Background: an optimization exercise with open tools, aiming at small area. Do not read the settings as production practice. At most, simulation tests tie the RTL to the original design; equivalence was not proved. The flow treats the clock pin as an ideal source, which a real chip does not have. Power is estimated from default activity; no workload was simulated.

Setup of JK:
==> flow/design.v (excerpt) <==
module SDRAM_arbit(
    input                   sysclk_100M         ,
    input                   rst_n               ,
    output                  CKE                 ,
    output                  cs_n                ,
    output  reg             ras_n               ,
    output  reg             cas_n               ,
    output  reg             we_n                ,
    output          [12:0]  addr                ,
    output          [ 1:0]  ba                  ,
    output          [ 1:0]  dqm                 ,
    output          [15:0]  dq_o                ,
    output                  dq_oe               ,
    input           [15:0]  dq_i                ,
    input                   write_trig          ,
    output                  write_data_vld      ,
    input           [15:0]  w_dq                ,
    input                   read_trig           ,
    output                  read_data_vld       ,
    output          [15:0]  r_dq                ,
    output                  write_end
);
localparam  P_INIT  = 4'b0000,
            P_ARBI  = 4'b0001,       
            P_ARBF  = 4'b0010,       
            P_ARBS  = 4'b0011,       
            P_REF0  = 4'b0100,       
            P_REF   = 4'b0101,
            P_S0    = 4'b1000,       
            P_S1    = 4'b1001,
            P_A0    = 4'b1010,       
            P_A1    = 4'b1011,
            P_X     = 4'b1100,       
            P_P0    = 4'b1110,       
            P_P1    = 4'b1111;
localparam  ROW_LAST = 1440 - 1;
localparam  L_ZERO        = 10'b0000000001;    
localparam  L_INIT_FIRST  = 10'b0100111110;    
localparam  L_INIT_RELOAD = 10'b1010111001;    
  ...
For scale: roughly 370 cells after synthesis, ~62 flip-flops, roughly 94 I/O pins, ~3200 um^2 of cells after synthesis.
==> flow/config.mk <==
export PLATFORM = sky130hd
export DESIGN_NAME = SDRAM_arbit
export DESIGN_NICKNAME = SDRAM_arbit
export VERILOG_FILES = /design/flow/design.v
export SDC_FILE = /design/flow/constraint.sdc
export NUM_CORES = 4
export LEC_CHECK = 0
export CAP_MARGIN = 20
export CORE_MARGIN = 2
export CORE_UTILIZATION = 40
export SLEW_MARGIN = 20
==> flow/constraint.sdc <==
create_clock -name core_clock -period 10.0 [get_ports {sysclk_100M}]
set_input_delay 2.0000 -clock core_clock [delete_from_list [all_inputs] [get_ports {sysclk_100M}]]
set_output_delay 2.0000 -clock core_clock [all_outputs]
set_load 0.01 [all_outputs]
standard.sh (not shown) runs the stock make flow with config.mk's settings and CLKGATE_MAP_FILE= SYNTH_SCRIPT=/design/flow/synth_recipe.tcl, a recipe that flattens the netlist after the stock synthesis.
==> flow/flow/run.sh <==
#!/bin/bash
# Layout: the standard ORFS flow (standard.sh) with these changes:
# - synthesis: the standard flow's own synthesis script with flow/synth_overrides.tcl inserted, which
#   maps adders ripple-carry, leaves them to ABC instead of adder cells, and runs ABC
#   with an area script (flow/area.abc); the flip-flops and their names are the
#   standard synthesis's;
# - clock tree: flow/clock_tree.tcl, in place of TritonCTS's H-tree: the clock port drives
#   four clock buffers, one per quadrant of the flip-flops, each a clkbuf_8 unless its
#   quadrant needs a clkbuf_16;
# - port buffers: the smallest buffer cell;
# - constant outputs: the synthesis's two tie cells, not one tie cell per output.
# Each tool's output stays in orfs/logs; the make run's own output goes to standard.log.
set -euo pipefail
cd "$(dirname "$0")/.."
{ head -n 1 synth_recipe.tcl; cat flow/synth_overrides.tcl; tail -n +2 synth_recipe.tcl; } > flow_synth.tcl
sed "s#SYNTH_SCRIPT=[^ ]*#SYNTH_SCRIPT=$PWD/flow_synth.tcl#" standard.sh > flow_standard.sh
grep -q "SYNTH_SCRIPT=$PWD/flow_synth.tcl" flow_standard.sh
export FLOW_AREA_ABC="$PWD/flow/area.abc"
export PRE_CTS_TCL="$PWD/flow/clock_tree.tcl"
export CTS_ARGS="-sink_clustering_enable -repair_clock_nets -buf_list sky130_fd_sc_hd__clkbuf_8 -dont_use_dummy_load"
export BUFFER_PORTS_ARGS="-buffer_cell sky130_fd_sc_hd__buf_1"
export SKIP_REPAIR_TIE_FANOUT=1
bash flow_standard.sh > standard.log 2>&1
Other scripts of this flow, unchanged in this note and not shown: flow/flow/area.abc, flow/flow/clock_tree.tcl, flow/flow/synth_overrides.tcl
Having completed the whole flow, JK delivered a layout that passed the timing, design-rule and antenna checks.
The inputs of MS differ from those of JK as listed below.
-- flow/design.v --
<<< JK, line 21
    output                  write_end
);
localparam  P_INIT  = 4'b0000,
            P_ARBI  = 4'b0001,       
            P_ARBF  = 4'b0010,       
            P_ARBS  = 4'b0011,       
>>> MS, line 21
    output                  write_end
);
localparam  P_INIT0 = 4'b0000,       
            P_INIT  = 4'b0001,       
            P_ARBF  = 4'b0010,       
            P_ARBS  = 4'b0011,       
<<< JK, line 36
localparam  ROW_LAST = 1440 - 1;
localparam  L_ZERO        = 10'b0000000001;    
localparam  L_INIT_FIRST  = 10'b0100111110;    
localparam  L_INIT_RELOAD = 10'b1010111001;    
localparam  L_REF_RELOAD  = 10'b0111011111;    
>>> MS, line 36
localparam  ROW_LAST = 1440 - 1;
localparam  L_ZERO        = 10'b0000000001;    
localparam  L_INIT_START  = 10'b1001111100;    
localparam  L_INIT_RELOAD = 10'b1010111001;    
localparam  L_REF_RELOAD  = 10'b0111011111;    
<<< JK, line 66
assign dq_o  = w_dq;
assign r_dq  = dq_i;
wire init    = (ph == P_INIT);
wire arbi    = (ph == P_ARBI);
wire arb     = ~ph[3] & ~ph[2] & ph[1];             
wire ref0    = (ph == P_REF0);
>>> MS, line 66
assign dq_o  = w_dq;
assign r_dq  = dq_i;
wire init0   = (ph == P_INIT0);
wire init    = (ph == P_INIT);
wire arb     = ~ph[3] & ~ph[2] & ph[1];             
wire ref0    = (ph == P_REF0);
<<< JK, line 103
reg  [3:0]  ph_nx;
always @(*) begin
    if (init)
        ph_nx = (d_zero & rcol63) ? P_ARBI : P_INIT;
    else if (arbi)
        ph_nx = P_REF0;
    else if (arb)
        ph_nx = ref_req ? P_REF0 : (g_rd | g_wr) ? P_S0 : ph;
>>> MS, line 103
reg  [3:0]  ph_nx;
always @(*) begin
    if (init0)
        ph_nx = P_INIT;
    else if (init)
        ph_nx = d_lock ? P_REF0 : P_INIT;    
    else if (arb)
        ph_nx = ref_req ? P_REF0 : (g_rd | g_wr) ? P_S0 : ph;
<<< JK, line 123
wire [3:0]  wc_nx   = (s_xfer & ~x_last) ? wc + 4'd1 : 4'd0;
wire [5:0]  wcol_nx = wcol + {5'd0, w_b7};
wire [9:0]  dcnt_nx = (ref0 | (init & d_zero & ~rcol63)) ? (init ? L_INIT_RELOAD : L_REF_RELOAD) :
                      d_zero ? 10'd0 : {dcnt[8:0], dcnt[9] ^ dcnt[6]};
always @(posedge sysclk_100M)
    wc <= wc_nx;
always @(posedge sysclk_100M) begin
    wtd <= wt1;
>>> MS, line 123
wire [3:0]  wc_nx   = (s_xfer & ~x_last) ? wc + 4'd1 : 4'd0;
wire [5:0]  wcol_nx = wcol + {5'd0, w_b7};
wire [9:0]  dcnt_nx = init0 ? L_INIT_START :
                      (ref0 | (init & d_zero & ~rcol63)) ? (init ? L_INIT_RELOAD : L_REF_RELOAD) :
                      d_zero ? 10'd0 : {dcnt[8:0], dcnt[9] ^ dcnt[6]};
always @(posedge sysclk_100M)
    wc <= wc_nx;
always @(posedge sysclk_100M)
    dcnt <= dcnt_nx;
always @(posedge sysclk_100M) begin
    wtd <= wt1;
<<< JK, line 137
always @(posedge sysclk_100M or negedge rst_n) begin
    if (!rst_n) begin
        ph     <= P_INIT;
        flag   <= 1'b0;
        dcnt   <= L_INIT_FIRST;
        wstat  <= 1'b0;
        rstat  <= 1'b0;
>>> MS, line 140
always @(posedge sysclk_100M or negedge rst_n) begin
    if (!rst_n) begin
        ph     <= P_INIT0;
        flag   <= 1'b0;
        wstat  <= 1'b0;
        rstat  <= 1'b0;
<<< JK, line 152
        ph     <= ph_nx;
        flag   <= flag_nx;
        dcnt   <= dcnt_nx;
        wstat  <= (s_pre1 & wr)  ? ~wend_q : (wstat | wtd);
        rstat  <= (s_pre1 & ~wr) ? ~rend_idle : (rstat | rtd);
>>> MS, line 154
        ph     <= ph_nx;
        flag   <= flag_nx;
        wstat  <= (s_pre1 & wr)  ? ~wend_q : (wstat | wtd);
        rstat  <= (s_pre1 & ~wr) ? ~rend_idle : (rstat | rtd);
<<< JK, line 180
        if (rcol63 & ((dcnt & M_INIT_PRE) == V_INIT_PRE)) {ras_n, cas_n, we_n} = 3'b010;
        if (rcol63 & ((dcnt & M_INIT_REF) == V_INIT_REF)) {ras_n, cas_n, we_n} = 3'b001;
        if (rcol63 & d_zero) begin
            {ras_n, cas_n, we_n} = 3'b000;
            addr_c = 11'h033;
        end
    end else if (arbi) begin
        addr_c = 11'h033;
    end else if (in_ref | (ph == P_ARBF)) begin
        if (in_ref & ((dcnt & M_REF_CMD) == V_REF_CMD)) {ras_n, cas_n, we_n} = 3'b001;
>>> MS, line 181
        if (rcol63 & ((dcnt & M_INIT_PRE) == V_INIT_PRE)) {ras_n, cas_n, we_n} = 3'b010;
        if (rcol63 & ((dcnt & M_INIT_REF) == V_INIT_REF)) {ras_n, cas_n, we_n} = 3'b001;
        if (rcol63 & d_zero) {ras_n, cas_n, we_n} = 3'b000;
        if ((rcol63 & d_zero) | d_lock) addr_c = 11'h033;
    end else if (in_ref | (ph == P_ARBF)) begin
        if (in_ref & ((dcnt & M_REF_CMD) == V_REF_CMD)) {ras_n, cas_n, we_n} = 3'b001;
### Flow results
- In the final design statistics, MS uses more standard cells in total than JK.
- Diff JK..MS | instance area at placement | negligible
- JK went all the way through synthesis, placement and routing and the layout is clean on timing, DRC and antenna.
- MS reached the end of the flow, and the finished layout is clean on the timing, design-rule and antenna checks.
- Power share of the combinational group essentially unchanged between MS and JK.
- Looking at area of combinational cells with multiple inputs, MS sits above JK.
- Comparing JK with MS, the worst clock skew on the final layout came out essentially unchanged.
- Delta (MS minus JK): setup slack of the critical path after layout went up 40 ps; critical path depth held.
- Taking JK as the reference, in MS core utilization has remained practically unchanged, area of the mapped netlist flat, placed instance count +4.4%.
No functional check of the RTL was part of MS.

* * *

Another version of the RTL of SDRAM_arbit (not shown whole).
Size: about 62 flip-flops, about 94 I/O pins, ~0.0038 mm^2 of cells after synthesis.
==> flow/config.mk <==
export PLATFORM = sky130hd
export DESIGN_NAME = SDRAM_arbit
export DESIGN_NICKNAME = SDRAM_arbit
export VERILOG_FILES = /design/flow/design.v
export SDC_FILE = /design/flow/constraint.sdc
export NUM_CORES = 4
export LEC_CHECK = 0
export CAP_MARGIN = 20
export CORE_MARGIN = 2
export CORE_UTILIZATION = 40
export SLEW_MARGIN = 20
==> flow/constraint.sdc <==
create_clock -name core_clock -period 10.0 [get_ports {sysclk_100M}]
set_input_delay 2.0000 -clock core_clock [delete_from_list [all_inputs] [get_ports {sysclk_100M}]]
set_output_delay 2.0000 -clock core_clock [all_outputs]
set_load 0.01 [all_outputs]
==> flow/flow/run.sh <==
#!/bin/bash
# Layout: the standard ORFS flow (standard.sh, standard synthesis unchanged) with three
# changes: the clock tree is built by flow/clock_tree.tcl (the clock port drives four
# clock buffers, one per quadrant of the flip-flops, each a clkbuf_8 unless its
# quadrant needs a clkbuf_16) in place of TritonCTS's H-tree; the port
# buffers use the smallest buffer cell; and the constant outputs keep the synthesis's two
# tie cells instead of one tie cell each. Each tool's output stays in orfs/logs;
# standard.sh's own output goes to standard.log.
set -euo pipefail
cd "$(dirname "$0")/.."
export PRE_CTS_TCL="$PWD/flow/clock_tree.tcl"
export CTS_ARGS="-sink_clustering_enable -repair_clock_nets -buf_list sky130_fd_sc_hd__clkbuf_8 -dont_use_dummy_load"
export BUFFER_PORTS_ARGS="-buffer_cell sky130_fd_sc_hd__buf_1"
export SKIP_REPAIR_TIE_FANOUT=1
bash standard.sh > standard.log 2>&1
Other scripts of this flow, unchanged in this note and not shown: flow/flow/clock_tree.tcl
Next try:
--- a/flow/design.v
+++ b/flow/design.v
@@ -31,23 +31,21 @@
             P_A0    = 4'b1010,       
             P_A1    = 4'b1011,
             P_X     = 4'b1100,       
             P_P0    = 4'b1110,       
             P_P1    = 4'b1111;
 localparam  ROW_LAST = 1440 - 1;
 localparam  L_ZERO        = 10'b1110101100;    
-localparam  L_INIT_FIRST  = 10'b0000011100;    
+localparam  L_INIT_FIRST  = 10'b0000111000;    
 localparam  L_INIT_RELOAD = 10'b1110110111;    
 localparam  L_REF_RELOAD  = 10'b0011011011;    
-localparam  M_ONE         = 10'b0100111111;    
-localparam  V_ONE         = 10'b0100010110;
-localparam  M_INIT_PRE    = 10'b0101011100;    
-localparam  V_INIT_PRE    = 10'b0000010000;
-localparam  M_INIT_REF    = 10'b0111101001;    
-localparam  V_INIT_REF    = 10'b0011001001;
+localparam  M_INIT_PRE    = 10'b1010111000;    
+localparam  V_INIT_PRE    = 10'b0000100000;
+localparam  M_INIT_REF    = 10'b1111010010;    
+localparam  V_INIT_REF    = 10'b0110010010;
 localparam  M_REF_CMD     = 10'b0000000101;    
 localparam  V_REF_CMD     = 10'b0000000001;
 localparam  M_REF_END     = 10'b0100100000;    
 localparam  V_REF_END     = 10'b0000100000;
 reg  [3:0]  ph;
 reg         flag;            
 reg  [3:0]  wc;              
@@ -76,15 +74,14 @@
 wire s_act   = ph[3] & ~ph[2] & ph[1];
 wire s_xfer  = ph[3] & ph[2] & ~ph[1];
 wire s_pre0  = (ph == P_P0);
 wire s_pre1  = (ph == P_P1);
 wire wr      = flag;
 wire d_zero  = (dcnt == L_ZERO);
 wire d_lock  = (dcnt == 10'd0);      
-wire d_one   = ((dcnt & M_ONE) == V_ONE);                    
 wire ref_req = (d_zero | d_lock) & ~ref0;
 wire rcol63  = (rcol == 6'd63);
 wire wc0     = (wc == 4'd0);
 wire w_b7    = s_xfer & wr & (wc[2:0] == 3'd7);     
 wire w_rowend = w_b7 & (wcol == 6'd63);
 wire w_lastrow = ((wrow & ROW_LAST) == ROW_LAST);    
 wire w_frame = w_rowend & w_lastrow;
@@ -101,15 +98,15 @@
 wire g_rd    = both ? flag : (~(wstat & rend_idle) & rstat & wend_q);
 wire g_wr    = both ? ~flag : (wstat & rend_idle);
 wire x_last  = w_b7 | rc11;                         
 wire x_stop  = x_last & (d_lock | (wr ? (wend_q | w_rowend) : rend_last));
 reg  [3:0]  ph_nx;
 always @(*) begin
     if (init)
-        ph_nx = (d_one & rcol63) ? P_ARBI : P_INIT;
+        ph_nx = (d_zero & rcol63) ? P_ARBI : P_INIT;
     else if (arbi)
         ph_nx = P_REF0;
     else if (arb)
         ph_nx = ref_req ? P_REF0 : (g_rd | g_wr) ? P_S0 : ph;
     else if (ref0)
         ph_nx = P_REF;
     else if (in_ref)
@@ -120,15 +117,15 @@
         ph_nx = P_ARBS;
     else
         ph_nx = ph + 4'd1;      
 end
 wire        flag_nx = (arb & ~ref_req & (g_rd | g_wr)) ? g_wr : flag;
 wire [3:0]  wc_nx   = (s_xfer & ~x_last) ? wc + 4'd1 : 4'd0;
 wire [5:0]  wcol_nx = wcol + {5'd0, w_b7};
-wire [9:0]  dcnt_nx = (ref0 | (init & d_zero)) ? (init ? L_INIT_RELOAD : L_REF_RELOAD) :
+wire [9:0]  dcnt_nx = (ref0 | (init & d_zero & ~rcol63)) ? (init ? L_INIT_RELOAD : L_REF_RELOAD) :
                       d_zero ? 10'd0 : {dcnt[8:0], dcnt[9] ^ dcnt[6]};
 always @(posedge sysclk_100M)
     wc <= wc_nx;
 always @(posedge sysclk_100M) begin
     wtd <= wt1;
     rtd <= rt1;
 end
@@ -157,15 +154,15 @@
         wstat  <= (s_pre1 & wr)  ? ~wend_q : (wstat | wtd);
         rstat  <= (s_pre1 & ~wr) ? ~rend_idle : (rstat | rtd);
         wt1    <= write_trig;
         rt1    <= read_trig;
         wend_q <= wend_c;
         wcol   <= wcol_nx;
         wbank  <= w_bank_c;
-        rcol   <= rcol + {5'd0, rc11 | (init & (d_zero | (d_one & rcol63)))};
+        rcol   <= rcol + {5'd0, rc11 | (init & d_zero)};
         rbank  <= r_bank_c;
     end
 end
 wire nx_xfer = ph_nx[3] & ph_nx[2] & ~ph_nx[1];
 wire nx_act  = ph_nx[3] & ~ph_nx[2] & ph_nx[1];
 assign dq_oe          = ph_nx[3] & flag_nx;
 assign write_data_vld = nx_xfer & flag_nx;
@@ -177,15 +174,15 @@
 always @(*) begin
     {ras_n, cas_n, we_n} = 3'b111;
     addr_c = 11'h400;
     ba_c   = 1'b0;
     if (init) begin
         if (rcol63 & ((dcnt & M_INIT_PRE) == V_INIT_PRE)) {ras_n, cas_n, we_n} = 3'b010;
         if (rcol63 & ((dcnt & M_INIT_REF) == V_INIT_REF)) {ras_n, cas_n, we_n} = 3'b001;
-        if (rcol63 & d_one) begin
+        if (rcol63 & d_zero) begin
             {ras_n, cas_n, we_n} = 3'b000;
             addr_c = 11'h033;
         end
     end else if (arbi) begin
         addr_c = 11'h033;
     end else if (in_ref | (ph == P_ARBF)) begin
         if (in_ref & ((dcnt & M_REF_CMD) == V_REF_CMD)) {ras_n, cas_n, we_n} = 3'b001;
- die area shrinks by 1.5%
- total power shrinks by 0.78%
- clock skew grows by 0.0063 ns
- cell area shrinks by 2.8%
- clock power is about the same
- setup slack gets better by 0.059 ns
- routed wire length shrinks by 0.38%
- via count grows by 1.5%
- synthesized cell count shrinks by 2.0%
- hold slack stays flat

[port drivers added, routing unchanged]
How much do the figures lean on ideal ports? The routed layouts below were timed once more, with nothing changed but the port constraints. Step 1 sets driving cells, clkbuf_16 on the clock port and buf_2 on the other inputs (assumed; they add their load-dependent delay and slew). Step 2 moves the port delays by t, midway between the first and last clock arrival at a register: inputs arrive t later, outputs are due t later. That takes back most of the time a late clock gives input paths. Three values: ideal ports, drivers, drivers and shift; two values: the first two.
| run | t, ns | slack for setup (ns) | latest minus earliest clock arrival (ns) | worst slew at a driven data input, ns | pins driven straight from the clock port |
|---|---|---|---|---|---|
| JK | 0.213 | 4.704 / 4.643 / 4.856 | 0.010 / 0.010 | 0.07 | 4 |
| MS | 0.215 | 4.743 / 4.681 / 4.896 | 0.013 / 0.013 | 0.07 | 4 |
| the first run of note 2 | 0.216 | 5.076 / 5.014 / 5.230 | 0.008 / 0.008 | 0.07 | 4 |
| the second run of note 2 | 0.215 | 5.134 / 5.070 / 5.285 | 0.014 / 0.014 | 0.07 | 4 |
After both steps every run listed still meets setup and hold.
